Context: an optimization exercise on an open-source flow, tuned for small area, a short achievable clock period and few clock cycles per item. The choices shown serve that exercise and are no tape-out recipe. Where RTL was checked, it was by simulation tests only, not by an equivalence proof against the original. No activity file was given, so power comes from the tool's default toggle rates.

v6:
==> module SME, before the edit <==
module SME ( clk, reset, chardata, isstring, ispattern, valid, match, match_index);
input clk;
input reset;
input [7:0] chardata;
input isstring;
input ispattern;
output valid;
output match;
output [4:0] match_index;
reg valid;
reg match;
reg [4:0] match_index;
reg  [7:0] c_q;         
reg        dot_q, car_q, dol_q, star_q;
reg        str_q, str_q2;
reg        pat_q, pat_q2;
wire in_car  = (chardata == 8'h5E);
wire in_dol  = (chardata == 8'h24);
wire in_dot  = (chardata == 8'h2E);
wire in_star = (chardata == 8'h2A);
always @(posedge clk) begin
	c_q    <= (in_car | in_dol) ? 8'h20 : chardata;
	dot_q  <= in_dot;
	car_q  <= in_car;
	dol_q  <= in_dol;
	star_q <= in_star;
end
always @(posedge clk or posedge reset) begin
	if (reset) begin
		str_q  <= 1'b0;
		str_q2 <= 1'b0;
		pat_q  <= 1'b0;
		pat_q2 <= 1'b0;
	end else begin
		str_q  <= isstring;
		str_q2 <= str_q;
		pat_q  <= ispattern;
		pat_q2 <= pat_q;
	end
end
wire lit_q = !(dot_q | car_q | dol_q | star_q);
reg [7:0] s [0:31];
reg [4:0] len;           
integer n;
always @(posedge clk) begin
	if (str_q) begin
		for (n = 0; n < 31; n = n + 1)
			s[n] <= s[n+1];
		s[31] <= c_q;
		len <= str_q2 ? len + 5'd1 : 5'd1;
	end
end
wire [4:0] len_nxt = str_q ? (str_q2 ? len + 5'd1 : 5'd1) : len;
wire [4:0] lo = 5'd0 - len_nxt;      
reg  [31:0] v;
integer j;
always @(*) begin
	for (j = 0; j < 32; j = j + 1)
		v[j] = (j >= lo);
end
reg [31:0] eq;
always @(*) begin
	for (j = 0; j < 32; j = j + 1)
		eq[j] = (s[j] == c_q);
end
reg  [32:0] m;
reg  [4:0]  base;        
reg         starred;
reg [32:0] pre;
always @(*) begin
	pre[0] = m[0];
	for (j = 1; j < 33; j = j + 1)
		pre[j] = pre[j-1] | m[j];
end
reg [4:0] fs;
always @(*) begin
	fs = 5'd0;
	for (j = 31; j >= 0; j = j - 1)
		if (m[j]) fs = j;
end
wire [4:0] cand = fs + base;
reg [32:0] m_nxt;
always @(*) begin
	m_nxt[0] = (car_q & m[0]) |
	           (dol_q & m[0] & eq[0]) |
	           (star_q & pre[0]);
	for (j = 1; j < 32; j = j + 1)
		m_nxt[j] = ((lit_q | dot_q) & m[j-1] & (dot_q | eq[j-1])) |
		           (car_q & m[j] & (!m[j-1] | eq[j-1])) |
		           (dol_q & m[j] & eq[j]) |
		           (star_q & pre[j]);
	m_nxt[32] = ((lit_q | dot_q) & m[31] & (dot_q | eq[31])) |
	            (dol_q & m[32]) |
	            (star_q & pre[32]);
end
always @(posedge clk) begin
	if (pat_q) begin
		m    <= m_nxt;
		base <= (lit_q | dot_q) ? base - 5'd1 : base;
	end else begin
		m    <= {1'b0, v};
		base <= len_nxt;
	end
end
always @(posedge clk or posedge reset) begin
	if (reset)
		starred <= 1'b0;
	else
		starred <= pat_q & (starred | star_q);
end
always @(posedge clk) begin
	if (!starred)
		match_index <= cand;
end
always @(posedge clk or posedge reset) begin
	if (reset) begin
		valid <= 1'b0;
	end else begin
		valid <= pat_q2 & !pat_q;
	end
end
always @(posedge clk) begin
	match <= |m;
end
endmodule
==> flow/config.mk <==
export PLATFORM = sky130hd
export DESIGN_NAME = SME
export DESIGN_NICKNAME = SME
export VERILOG_FILES = /design/flow/design.v
export SDC_FILE = /design/flow/constraint.sdc
export NUM_CORES = 4
export LEC_CHECK = 0
export CAP_MARGIN = 20
export CORE_MARGIN = 2
export CORE_UTILIZATION = 40
export CTS_CLUSTER_DIAMETER = 120
export CTS_CLUSTER_SIZE = 24
export SLEW_MARGIN = 20
export TNS_END_PERCENT = 5
==> flow/constraint.sdc <==
create_clock -name core_clock -period 8.0 [get_ports {clk}]
set_input_delay 1.6000 -clock core_clock [delete_from_list [all_inputs] [get_ports {clk}]]
set_output_delay 1.6000 -clock core_clock [all_outputs]
set_load 0.01 [all_outputs]
standard.sh (not shown) runs the stock make flow with config.mk's settings and CLKGATE_MAP_FILE= SYNTH_SCRIPT=/design/flow/synth_recipe.tcl, a recipe that flattens the netlist after the stock synthesis.
==> flow/flow/run.sh <==
#!/bin/bash
set -euo pipefail
bash standard.sh SETUP_SLACK_MARGIN=5.7 finish > make_finish.log 2>&1
Testbench counts of v6, summed over its fixed seeds: cycles 114,566, items 8,000.
Changes in v7 relative to v6:
-- flow/design.v --
<<< v6, line 73
		pre[j] = pre[j-1] | m[j];
end
reg [4:0] fs;
always @(*) begin
	fs = 5'd0;
	for (j = 31; j >= 0; j = j - 1)
		if (m[j]) fs = j;
end
wire [4:0] cand = fs + base;
reg [32:0] m_nxt;
always @(*) begin
>>> v7, line 73
		pre[j] = pre[j-1] | m[j];
end
reg [15:0] a2; reg [7:0] a4; reg [3:0] a8; reg [1:0] a16;
reg [31:0] i1;  reg [31:0] i2; reg [31:0] i4; reg [31:0] i8; reg [4:0] fs;
always @(*) begin
	i1 = 32'd0; i2 = 32'd0; i4 = 32'd0; i8 = 32'd0;
	for (j = 0; j < 16; j = j + 1) begin             
		a2[j] = m[2*j] | m[2*j+1];
		i1[j] = !m[2*j] & m[2*j+1];
	end
	for (j = 0; j < 8; j = j + 1) begin              
		a4[j] = a2[2*j] | a2[2*j+1];
		i2[2*j]   = a2[2*j] ? i1[2*j] : i1[2*j+1];
		i2[2*j+1] = !a2[2*j] & a2[2*j+1];
	end
	for (j = 0; j < 4; j = j + 1) begin              
		a8[j] = a4[2*j] | a4[2*j+1];
		i4[3*j]   = a4[2*j] ? i2[4*j]   : i2[4*j+2];
		i4[3*j+1] = a4[2*j] ? i2[4*j+1] : i2[4*j+3];
		i4[3*j+2] = !a4[2*j] & a4[2*j+1];
	end
	for (j = 0; j < 2; j = j + 1) begin              
		a16[j] = a8[2*j] | a8[2*j+1];
		i8[4*j]   = a8[2*j] ? i4[6*j]   : i4[6*j+3];
		i8[4*j+1] = a8[2*j] ? i4[6*j+1] : i4[6*j+4];
		i8[4*j+2] = a8[2*j] ? i4[6*j+2] : i4[6*j+5];
		i8[4*j+3] = !a8[2*j] & a8[2*j+1];
	end
	fs[0] = a16[0] ? i8[0] : i8[4];
	fs[1] = a16[0] ? i8[1] : i8[5];
	fs[2] = a16[0] ? i8[2] : i8[6];
	fs[3] = a16[0] ? i8[3] : i8[7];
	fs[4] = !a16[0] & a16[1];
end
reg [1:0] lo_sum;
reg       lo_cy;
always @(*) begin
	case (fs[1:0])
	2'd0: begin lo_sum = base[1:0];         lo_cy = 1'b0;              end
	2'd1: begin lo_sum = base[1:0] + 2'd1;  lo_cy = &base[1:0];        end
	2'd2: begin lo_sum = base[1:0] + 2'd2;  lo_cy = base[1];           end
	default: begin lo_sum = base[1:0] + 2'd3; lo_cy = |base[1:0];      end
	endcase
end
reg [2:0] up0 [0:7];     
reg [2:0] up1 [0:7];     
always @(*) begin
	for (j = 0; j < 8; j = j + 1) begin
		up0[j] = base[4:2] + j;
		up1[j] = base[4:2] + j + 1;
	end
end
wire [4:0] cand = {lo_cy ? up1[fs[4:2]] : up0[fs[4:2]], lo_sum};
reg [32:0] m_nxt;
always @(*) begin
### Flow results
v7 gives less via count than v6 did.
Compared v6 against v7; data required time of the worst path within noise.
Re number of flops mapped to enable cells by yosys: no difference whatsoever between v7 and v6.
v7 vs. v6: final-layout non-clock buffer area share flat, xor/xnor share of the synthesized area went up by 0.20 points.
For v7, only the layout was checked, not whether the RTL still works.

========
== indigo ==
Another version of the RTL of SME (not shown whole).
For scale: roughly 1200 cells after synthesis, about 330 flip-flops, roughly 19 I/O pins, roughly 15000 um^2 of cells after synthesis.
==> module SME, before the edit <==
module SME ( clk, reset, chardata, isstring, ispattern, valid, match, match_index);
input clk;
input reset;
input [7:0] chardata;
input isstring;
input ispattern;
output valid;
output match;
output [4:0] match_index;
reg valid;
reg match;
reg [4:0] match_index;
reg  [7:0] c_q;         
reg        lit_q, dot_q, car_q, dol_q, star_q;
reg        str_q, str_q2;
reg        pat_q, pat_q2;
wire in_car  = (chardata == 8'h5E);
wire in_dol  = (chardata == 8'h24);
wire in_dot  = (chardata == 8'h2E);
wire in_star = (chardata == 8'h2A);
always @(posedge clk) begin
	c_q    <= (in_car | in_dol) ? 8'h20 : chardata;
	lit_q  <= !(in_car | in_dol | in_dot | in_star);
	dot_q  <= in_dot;
	car_q  <= in_car;
	dol_q  <= in_dol;
	star_q <= in_star;
end
always @(posedge clk or posedge reset) begin
	if (reset) begin
		str_q  <= 1'b0;
		str_q2 <= 1'b0;
		pat_q  <= 1'b0;
		pat_q2 <= 1'b0;
	end else begin
		str_q  <= isstring;
		str_q2 <= str_q;
		pat_q  <= ispattern;
		pat_q2 <= pat_q;
	end
end
reg [7:0] s [0:31];
reg [5:0] len;           
integer n;
always @(posedge clk) begin
	if (str_q) begin
		for (n = 0; n < 31; n = n + 1)
			s[n] <= s[n+1];
		s[31] <= c_q;
		len <= str_q2 ? len + 6'd1 : 6'd1;
	end
end
wire [5:0] len_nxt = str_q ? (str_q2 ? len + 6'd1 : 6'd1) : len;
wire [5:0] lo = 6'd32 - len_nxt;
reg  [31:0] v;
integer j;
always @(*) begin
	for (j = 0; j < 32; j = j + 1)
		v[j] = (j >= lo);
end
reg [31:0] eq;
always @(*) begin
	for (j = 0; j < 32; j = j + 1)
		eq[j] = (s[j] == c_q);
end
reg  [32:0] m;
reg  [4:0]  base;        
reg         starred;
reg [32:0] pre;
always @(*) begin
	pre[0] = m[0];
	for (j = 1; j < 33; j = j + 1)
		pre[j] = pre[j-1] | m[j];
end
reg [4:0] fs;
always @(*) begin
	fs = 5'd0;
	for (j = 31; j >= 0; j = j - 1)
		if (m[j]) fs = j;
end
wire [4:0] cand = fs + base;
reg [32:0] m_nxt;
always @(*) begin
	m_nxt[0] = (car_q & m[0]) |
	           (dol_q & m[0] & eq[0]) |
	           (star_q & pre[0]);
	for (j = 1; j < 32; j = j + 1)
		m_nxt[j] = ((lit_q | dot_q) & m[j-1] & (dot_q | eq[j-1])) |
		           (car_q & m[j] & (!m[j-1] | eq[j-1])) |
		           (dol_q & m[j] & eq[j]) |
		           (star_q & pre[j]);
	m_nxt[32] = ((lit_q | dot_q) & m[31] & (dot_q | eq[31])) |
	            (dol_q & m[32]) |
	            (star_q & pre[32]);
end
always @(posedge clk) begin
	if (pat_q) begin
		m    <= m_nxt;
		base <= (lit_q | dot_q) ? base - 5'd1 : base;
	end else begin
		m    <= {1'b0, v};
		base <= len_nxt[4:0];
	end
end
always @(posedge clk or posedge reset) begin
	if (reset)
		starred <= 1'b0;
	else
		starred <= pat_q & (starred | star_q);
end
always @(posedge clk) begin
	if (!starred)
		match_index <= cand;
end
always @(posedge clk or posedge reset) begin
	if (reset) begin
		valid <= 1'b0;
	end else begin
		valid <= pat_q2 & !pat_q;
	end
end
always @(posedge clk) begin
	match <= |m;
end
endmodule
export LEC_CHECK = 0
export CAP_MARGIN = 20
export CORE_MARGIN = 2
export CORE_UTILIZATION = 40
export CTS_CLUSTER_DIAMETER = 120
export CTS_CLUSTER_SIZE = 24
export SLEW_MARGIN = 20
create_clock -name core_clock -period 8.0 [get_ports {clk}]
==> flow/flow/run.sh <==
#!/bin/bash
set -euo pipefail
bash standard.sh SETUP_SLACK_MARGIN=5.4 finish > make_finish.log 2>&1
Testbench counts of indigo, summed over its fixed seeds: cycles 114,566, items 8,000.
[inputs] onyx vs indigo
--- a/flow/design.v
+++ b/flow/design.v
@@ -72,13 +72,42 @@
 	for (j = 1; j < 33; j = j + 1)
 		pre[j] = pre[j-1] | m[j];
 end
-reg [4:0] fs;
+reg [15:0] a2; reg [7:0] a4; reg [3:0] a8; reg [1:0] a16;
+reg [31:0] i1;  reg [31:0] i2; reg [31:0] i4; reg [31:0] i8; reg [4:0] fs;
 always @(*) begin
-	fs = 5'd0;
-	for (j = 31; j >= 0; j = j - 1)
-		if (m[j]) fs = j;
+	i1 = 32'd0; i2 = 32'd0; i4 = 32'd0; i8 = 32'd0;
+	for (j = 0; j < 16; j = j + 1) begin             
+		a2[j] = m[2*j] | m[2*j+1];
+		i1[j] = !m[2*j] & m[2*j+1];
+	end
+	for (j = 0; j < 8; j = j + 1) begin              
+		a4[j] = a2[2*j] | a2[2*j+1];
+		i2[2*j]   = a2[2*j] ? i1[2*j] : i1[2*j+1];
+		i2[2*j+1] = !a2[2*j] & a2[2*j+1];
+	end
+	for (j = 0; j < 4; j = j + 1) begin              
+		a8[j] = a4[2*j] | a4[2*j+1];
+		i4[3*j]   = a4[2*j] ? i2[4*j]   : i2[4*j+2];
+		i4[3*j+1] = a4[2*j] ? i2[4*j+1] : i2[4*j+3];
+		i4[3*j+2] = !a4[2*j] & a4[2*j+1];
+	end
+	for (j = 0; j < 2; j = j + 1) begin              
+		a16[j] = a8[2*j] | a8[2*j+1];
+		i8[4*j]   = a8[2*j] ? i4[6*j]   : i4[6*j+3];
+		i8[4*j+1] = a8[2*j] ? i4[6*j+1] : i4[6*j+4];
+		i8[4*j+2] = a8[2*j] ? i4[6*j+2] : i4[6*j+5];
+		i8[4*j+3] = !a8[2*j] & a8[2*j+1];
+	end
+	fs[0] = a16[0] ? i8[0] : i8[4];
+	fs[1] = a16[0] ? i8[1] : i8[5];
+	fs[2] = a16[0] ? i8[2] : i8[6];
+	fs[3] = a16[0] ? i8[3] : i8[7];
+	fs[4] = !a16[0] & a16[1];
 end
-wire [4:0] cand = fs + base;
+wire [2:0] lo_sum = {1'b0, fs[1:0]} + {1'b0, base[1:0]};
+wire [2:0] hi0 = fs[4:2] + base[4:2];
+wire [2:0] hi1 = fs[4:2] + base[4:2] + 3'd1;
+wire [4:0] cand = {lo_sum[2] ? hi1 : hi0, lo_sum[1:0]};
 reg [32:0] m_nxt;
 always @(*) begin
 	m_nxt[0] = (car_q & m[0]) |
==> comparison <==
indigo consumes less power than onyx. Going from indigo to onyx, proportion of layout cells with a drive suffix above 1 went up by 0.96 points; DRC marker count from the first detailed-route iteration now larger; final standard cell area without fillers picked up an extra 68 um^2; well tap count went down by 43; count of cell instances traversed by the critical path has decreased. Vias: onyx below indigo. onyx ends up with higher starting density of the core than indigo does. Compared with indigo, onyx shows a lower die area. Average wire length per cell after detail routing essentially unchanged between indigo and onyx. onyx vs. indigo: timing-limited maximum frequency has decreased, relative contribution of the clock network to total power saw a decrease.
For onyx, only the layout was checked, not whether the RTL still works.

========
## north
Another version of the RTL of SME (not shown whole).
For scale: about 1300 cells after synthesis, roughly 19 I/O pins, roughly 16000 um^2 of cells after synthesis.
==> module SME, before the edit <==
module SME ( clk, reset, chardata, isstring, ispattern, valid, match, match_index);
input clk;
input reset;
input [7:0] chardata;
input isstring;
input ispattern;
output valid;
output match;
output [4:0] match_index;
reg valid;
reg match;
reg [4:0] match_index;
reg [7:0] s [0:31];
reg [5:0] len;           
reg       str_q;         
integer n;
always @(posedge clk) begin
	if (isstring) begin
		for (n = 0; n < 31; n = n + 1)
			s[n] <= s[n+1];
		s[31] <= chardata;
		len <= str_q ? len + 6'd1 : 6'd1;
	end
end
wire in_car  = (chardata == 8'h5E);
wire in_dol  = (chardata == 8'h24);
wire in_dot  = (chardata == 8'h2E);
wire in_star = (chardata == 8'h2A);
wire [7:0] c_eff = (in_car | in_dol) ? 8'h20 : chardata;
reg [31:0] eq_q;         
reg        lit_q, dot_q, car_q, dol_q, star_q;
reg        pat_q;        
integer j;
always @(posedge clk) begin
	for (j = 0; j < 32; j = j + 1)
		eq_q[j] <= (s[j] == c_eff);
	lit_q  <= !(in_car | in_dol | in_dot | in_star);
	dot_q  <= in_dot;
	car_q  <= in_car;
	dol_q  <= in_dol;
	star_q <= in_star;
end
reg  [32:0] m;
reg  [4:0]  base;        
reg         starred;     
wire [5:0] lo = 6'd32 - len;
reg  [31:0] v;           
always @(*) begin
	for (j = 0; j < 32; j = j + 1)
		v[j] = (j >= lo);
end
reg [32:0] pre;
always @(*) begin
	pre[0] = m[0];
	for (j = 1; j < 33; j = j + 1)
		pre[j] = pre[j-1] | m[j];
end
reg [32:0] m_nxt;
always @(*) begin
	m_nxt[0] = (car_q & m[0]) |
	           (dol_q & m[0] & eq_q[0]) |
	           (star_q & pre[0]);
	for (j = 1; j < 32; j = j + 1)
		m_nxt[j] = (dot_q & m[j-1]) |
		           (lit_q & m[j-1] & eq_q[j-1]) |
		           (car_q & m[j] & (!m[j-1] | eq_q[j-1])) |
		           (dol_q & m[j] & eq_q[j]) |
		           (star_q & pre[j]);
	m_nxt[32] = (dot_q & m[31]) |
	            (lit_q & m[31] & eq_q[31]) |
	            (dol_q & m[32]) |
	            (star_q & pre[32]);
end
wire [4:0] base_nxt = (lit_q | dot_q) ? base - 5'd1 : base;
reg [4:0] fs;
always @(*) begin
	fs = 5'd0;
	for (j = 31; j >= 0; j = j - 1)
		if (m_nxt[j]) fs = j;
end
always @(posedge clk) begin
	if (pat_q) begin
		m    <= m_nxt;
		base <= base_nxt;
	end else begin
		m    <= {1'b0, v};
		base <= len[4:0];
	end
end
always @(posedge clk or posedge reset) begin
	if (reset) begin
		str_q   <= 1'b0;
		pat_q   <= 1'b0;
		starred <= 1'b0;
		valid   <= 1'b0;
	end else begin
		str_q   <= isstring;
		pat_q   <= ispattern;
		starred <= pat_q & (starred | star_q);
		valid   <= pat_q & !ispattern;
	end
end
always @(posedge clk) begin
	match <= |m_nxt;
	if (!starred)
		match_index <= fs + base_nxt;
end
endmodule
Settings: LEC_CHECK=0, CAP_MARGIN=20, CORE_MARGIN=2, CORE_UTILIZATION=40, SETUP_SLACK_MARGIN=5, SLEW_MARGIN=20; clock period 8.0 ns.
run.sh (not shown) runs the stock make flow with config.mk's settings and CLKGATE_MAP_FILE= SYNTH_SCRIPT=/design/flow/synth_recipe.tcl, a recipe that flattens the netlist after the stock synthesis.
Stock flow here: none of the scripts above is used.
Here is what was changed in the inputs of south compared with north.
--- a/flow/design.v
+++ b/flow/design.v
@@ -72,11 +72,12 @@
 	            (star_q & pre[32]);
 end
 wire [4:0] base_nxt = (lit_q | dot_q) ? base - 5'd1 : base;
+wire [32:0] m_res = star_q ? m : m_nxt;
 reg [4:0] fs;
 always @(*) begin
 	fs = 5'd0;
 	for (j = 31; j >= 0; j = j - 1)
-		if (m_nxt[j]) fs = j;
+		if (m_res[j]) fs = j;
 end
 always @(posedge clk) begin
 	if (pat_q) begin
@@ -101,7 +102,7 @@
 	end
 end
 always @(posedge clk) begin
-	match <= |m_nxt;
+	match <= |m_res;
 	if (!starred)
 		match_index <= fs + base_nxt;
 end
Findings:
north: done, clean on timing, DRC and antenna
south closes out successfully: all stages finished, all timing, DRC and antenna checks passed.
Changes observed in south relative to north: number of placement rows has increased, total number of vias saw an increase, area added between synthesis and finish decreased 2.8 points.
Sort north and south by combinational cell fraction of total power asc -> top: south
Across both runs, worst setup slack was higher for south than for north.
Min worst endpoint data arrival time across north and south: south
Compared with north, south shows a higher global-route usage over all layers.
Worst vdd rail ir drop of south falls short of that of north by more than a quarter.
Unique cell type count in the Yosys netlist grows by a little under 10% when moving from north to south.
Going from north to south, final total power fell by 3.5%, area of the mapped netlist rose 970 um^2.
Final cell area: south above north
No functional check of the RTL was part of any run of this note.

static timing again, ports no longer ideal:
In the flow no input, the clock included, has a driving cell. The finished layouts below were timed again as built, in two steps.
Step 1 (the two cells are an assumption about what drives the block):
set clk [get_ports {clk}]
set_driving_cell -lib_cell sky130_fd_sc_hd__clkbuf_16 $clk
set_driving_cell -lib_cell sky130_fd_sc_hd__buf_2 [delete_from_list [all_inputs] $clk]
Step 2 moves the port delays by t, midway between the first and last clock arrival at a register: inputs arrive t later, outputs are due t later. That takes back most of the time a late clock gives input paths.
Three values: ideal, step 1, step 2; two values: the first two.
run | t, ns | setup WS [ns] | latest minus earliest clock arrival (ns) | slew at the worst register clock pin (ns) | pins driven straight from the clock port
v6 | 0.561 | 5.251 / 5.251 / 4.958 | 0.029 / 0.029 | 0.10 / 0.10 | 1
v7 | 0.571 | 5.283 / 5.268 / 4.904 | 0.031 / 0.031 | 0.11 / 0.11 | 1
indigo | 0.568 | 5.163 / 5.163 / 4.927 | 0.026 / 0.027 | 0.11 / 0.11 | 1
onyx | 0.565 | 4.972 / 4.972 / 4.926 | 0.021 / 0.020 | 0.10 / 0.10 | 1
north | 0.581 | 3.797 / 3.797 / 3.797 | 0.025 / 0.025 | 0.07 / 0.07 | 1
south | 0.608 | 4.450 / 4.450 / 4.389 | 0.037 / 0.038 | 0.07 / 0.07 | 1
After both steps setup and hold are still met in every run listed. For v7, which loses most, drivers alone change the setup slack by -0.015 ns; drivers and shift together by -0.379 ns.
